Background: an optimization exercise with open tools, aiming at small area and a short achievable clock period. Do not read the settings as production practice.
Only simulation tests tie the RTL to the original design; equivalence was not proved.
Power is estimated from default activity; no workload was simulated.

// timer_top
module timer_top (
    input sys_clk,
    input sys_rst_n,
    input tim_psel,
    input tim_pwrite,
    input tim_penable,
    input [11:0] tim_paddr,
    input [31:0] tim_pwdata,
    input [3:0] tim_pstrb,
    input dbg_mode,
    output tim_int,
    output tim_pready,
    output tim_pslverr,
    output [31:0] tim_prdata
);
    reg [1:0] ph;
    reg       acc;
    reg       pready_q;
    reg [7:0] sel;           
    wire ph3 = (ph == 2'd3);
    always @(posedge sys_clk or negedge sys_rst_n) begin
        if (!sys_rst_n) begin
            ph       <= 2'd0;
            acc      <= 1'b0;
            pready_q <= 1'b0;
            sel      <= 8'd0;
        end else begin
            if (ph == 2'd0)
                ph <= (tim_psel && !tim_penable) ? 2'd1 : 2'd0;
            else
                ph <= ph + 2'd1;
            acc      <= ph3;
            pready_q <= acc;
            sel      <= (ph3 && tim_paddr[11:5] == 7'd0 && tim_paddr[1:0] == 2'd0)
                        ? (8'd1 << tim_paddr[4:2]) : 8'd0;
        end
    end
    wire s_tcr   = sel[0];
    wire s_tdr0  = sel[1];
    wire s_tdr1  = sel[2];
    wire s_tcmp0 = sel[3];
    wire s_tcmp1 = sel[4];
    wire s_tier  = sel[5];
    wire s_tisr  = sel[6];
    wire s_thcsr = sel[7];
    wire wr = tim_pwrite;
    reg       timer_en;
    reg       div_en;
    reg [3:0] div_val;
    wire err_n = (tim_pwdata[11:8] > 4'd8)
               || (timer_en && tim_pstrb[1] && (tim_pwdata[15:8] != {4'd0, div_val}))
               || (timer_en && tim_pstrb[0] && (tim_pwdata[1] != div_en));
    wire tcr_we = s_tcr && wr;
    reg err, pslverr_q;
    always @(posedge sys_clk)
        err <= err_n;
    wire div_en_n = (tcr_we && !err && tim_pstrb[0]) ? tim_pwdata[1] : div_en;
    wire [3:0] div_val_n = (tcr_we && !err && tim_pstrb[1]) ? tim_pwdata[11:8] : div_val;
    always @(posedge sys_clk or negedge sys_rst_n) begin
        if (!sys_rst_n) begin
            timer_en  <= 1'b0;
            div_en    <= 1'b0;
            div_val   <= 4'd1;
            pslverr_q <= 1'b0;
        end else begin
            pslverr_q <= tcr_we && err;
            if (tcr_we && tim_pstrb[0])
                timer_en <= tim_pwdata[0];
            div_en   <= div_en_n;
            div_val  <= div_val_n;
        end
    end
  ...
==> flow/config.mk <==
export PLATFORM = sky130hd
export DESIGN_NAME = timer_top
export DESIGN_NICKNAME = timer_top
export VERILOG_FILES = /design/flow/design.v
export SDC_FILE = /design/flow/constraint.sdc
export NUM_CORES = 4
export LEC_CHECK = 0
export CAP_MARGIN = 20
export CORE_MARGIN = 2
export CORE_UTILIZATION = 70
export SETUP_SLACK_MARGIN = 2.45
export SLEW_MARGIN = 20
==> flow/constraint.sdc <==
create_clock -name core_clock -period 4.0 [get_ports {sys_clk}]
set_input_delay 0.8000 -clock core_clock [delete_from_list [all_inputs] [get_ports {sys_clk}]]
set_output_delay 0.8000 -clock core_clock [all_outputs]
set_load 0.01 [all_outputs]
standard.sh (not shown) runs the stock make flow with config.mk's settings and CLKGATE_MAP_FILE= SYNTH_SCRIPT=/design/flow/synth_recipe.tcl, a recipe that flattens the netlist after the stock synthesis.
==> flow/flow/run.sh <==
#!/bin/bash
# Standard ORFS layout (the standard.sh, standard synthesis unchanged) with:
#  - plain buf_1 port buffers instead of the delay-cell buffers buffer_ports
#    picks by default (timing repair upsizes them where needed),
#  - timing repair allowed to resize across cell footprints,
#  - larger clock-tree sink clusters without dummy loads.
# make's full output goes to flow_make.log; ORFS keeps each step's log under orfs/logs.
set -euo pipefail
bash standard.sh MATCH_CELL_FOOTPRINT=0 \
  "BUFFER_PORTS_ARGS=-buffer_cell sky130_fd_sc_hd__buf_1" \
  "CTS_ARGS=-sink_clustering_enable -repair_clock_nets -dont_use_dummy_load -sink_clustering_size 30 -sink_clustering_max_diameter 60" \
  finish > flow_make.log 2>&1
The starting point passed the timing, design-rule and antenna checks.
==> next run, changes <==
Settings changed: CORE_UTILIZATION 70 to 65, SETUP_SLACK_MARGIN 2.45 to 2.2.
Result: Wire length goes down by 8.0%. Clock-buffer cell count went up by 2. Non-clock buffer count falls by 23.
==> next run, changes <==
Settings changed: CORE_UTILIZATION 65 to 70, SETUP_SLACK_MARGIN 2.2 to 2.25.
The changed run produced a clean layout.
Via count goes up slightly.
Wire length goes down slightly.
Cell area goes up slightly.
==> next run, changes <==
Settings changed: SETUP_SLACK_MARGIN 2.25 to 2.3.
Outcome:
- clock power grows by about 2%
- routed wire length came out higher by 5.1%
- setup slack got worse by 17 ps
- maximum frequency shrinks by 0.91%
- sequential cell count does not change

-- re-timing with driven ports --
No port has a modelled driver above. Below, the same layouts with a new extraction and two added sets of constraints.
Step 1 (the two cells are an assumption about what drives the block):
set clk [get_ports {sys_clk}]
set_driving_cell -lib_cell sky130_fd_sc_hd__clkbuf_16 $clk
set_driving_cell -lib_cell sky130_fd_sc_hd__buf_2 [delete_from_list [all_inputs] $clk]
Step 2 moves the port delays by t, midway between the first and last clock arrival at a register: inputs arrive t later, outputs are due t later. That takes back most of the time a late clock gives input paths.
Three values: no drivers, after step 1, after step 2; two values: the first two.
| run | t, ns | setup slack, ns | hold slack, ns | worst register clock-pin slew, ns | worst slew at a driven data input, ns |
|---|---|---|---|---|---|
| the first run | 0.549 | 2.163 / 2.115 / 1.712 | 0.275 / 0.252 / 0.340 | 0.11 / 0.11 | 0.06 |
| the second run | 0.554 | 2.155 / 2.106 / 1.741 | 0.255 / 0.232 / 0.365 | 0.09 / 0.09 | 0.04 |
| the third run | 0.530 | 2.185 / 2.145 / 1.737 | 0.289 / 0.265 / 0.359 | 0.09 / 0.09 | 0.03 |
| the fourth run | 0.541 | 2.168 / 2.122 / 1.735 | 0.339 / 0.333 / 0.354 | 0.10 / 0.10 | 0.07 |
After both steps setup and hold are still met in every run listed. For the first run, which loses most, drivers alone change the setup slack by -0.048 ns; drivers and shift together by -0.451 ns.
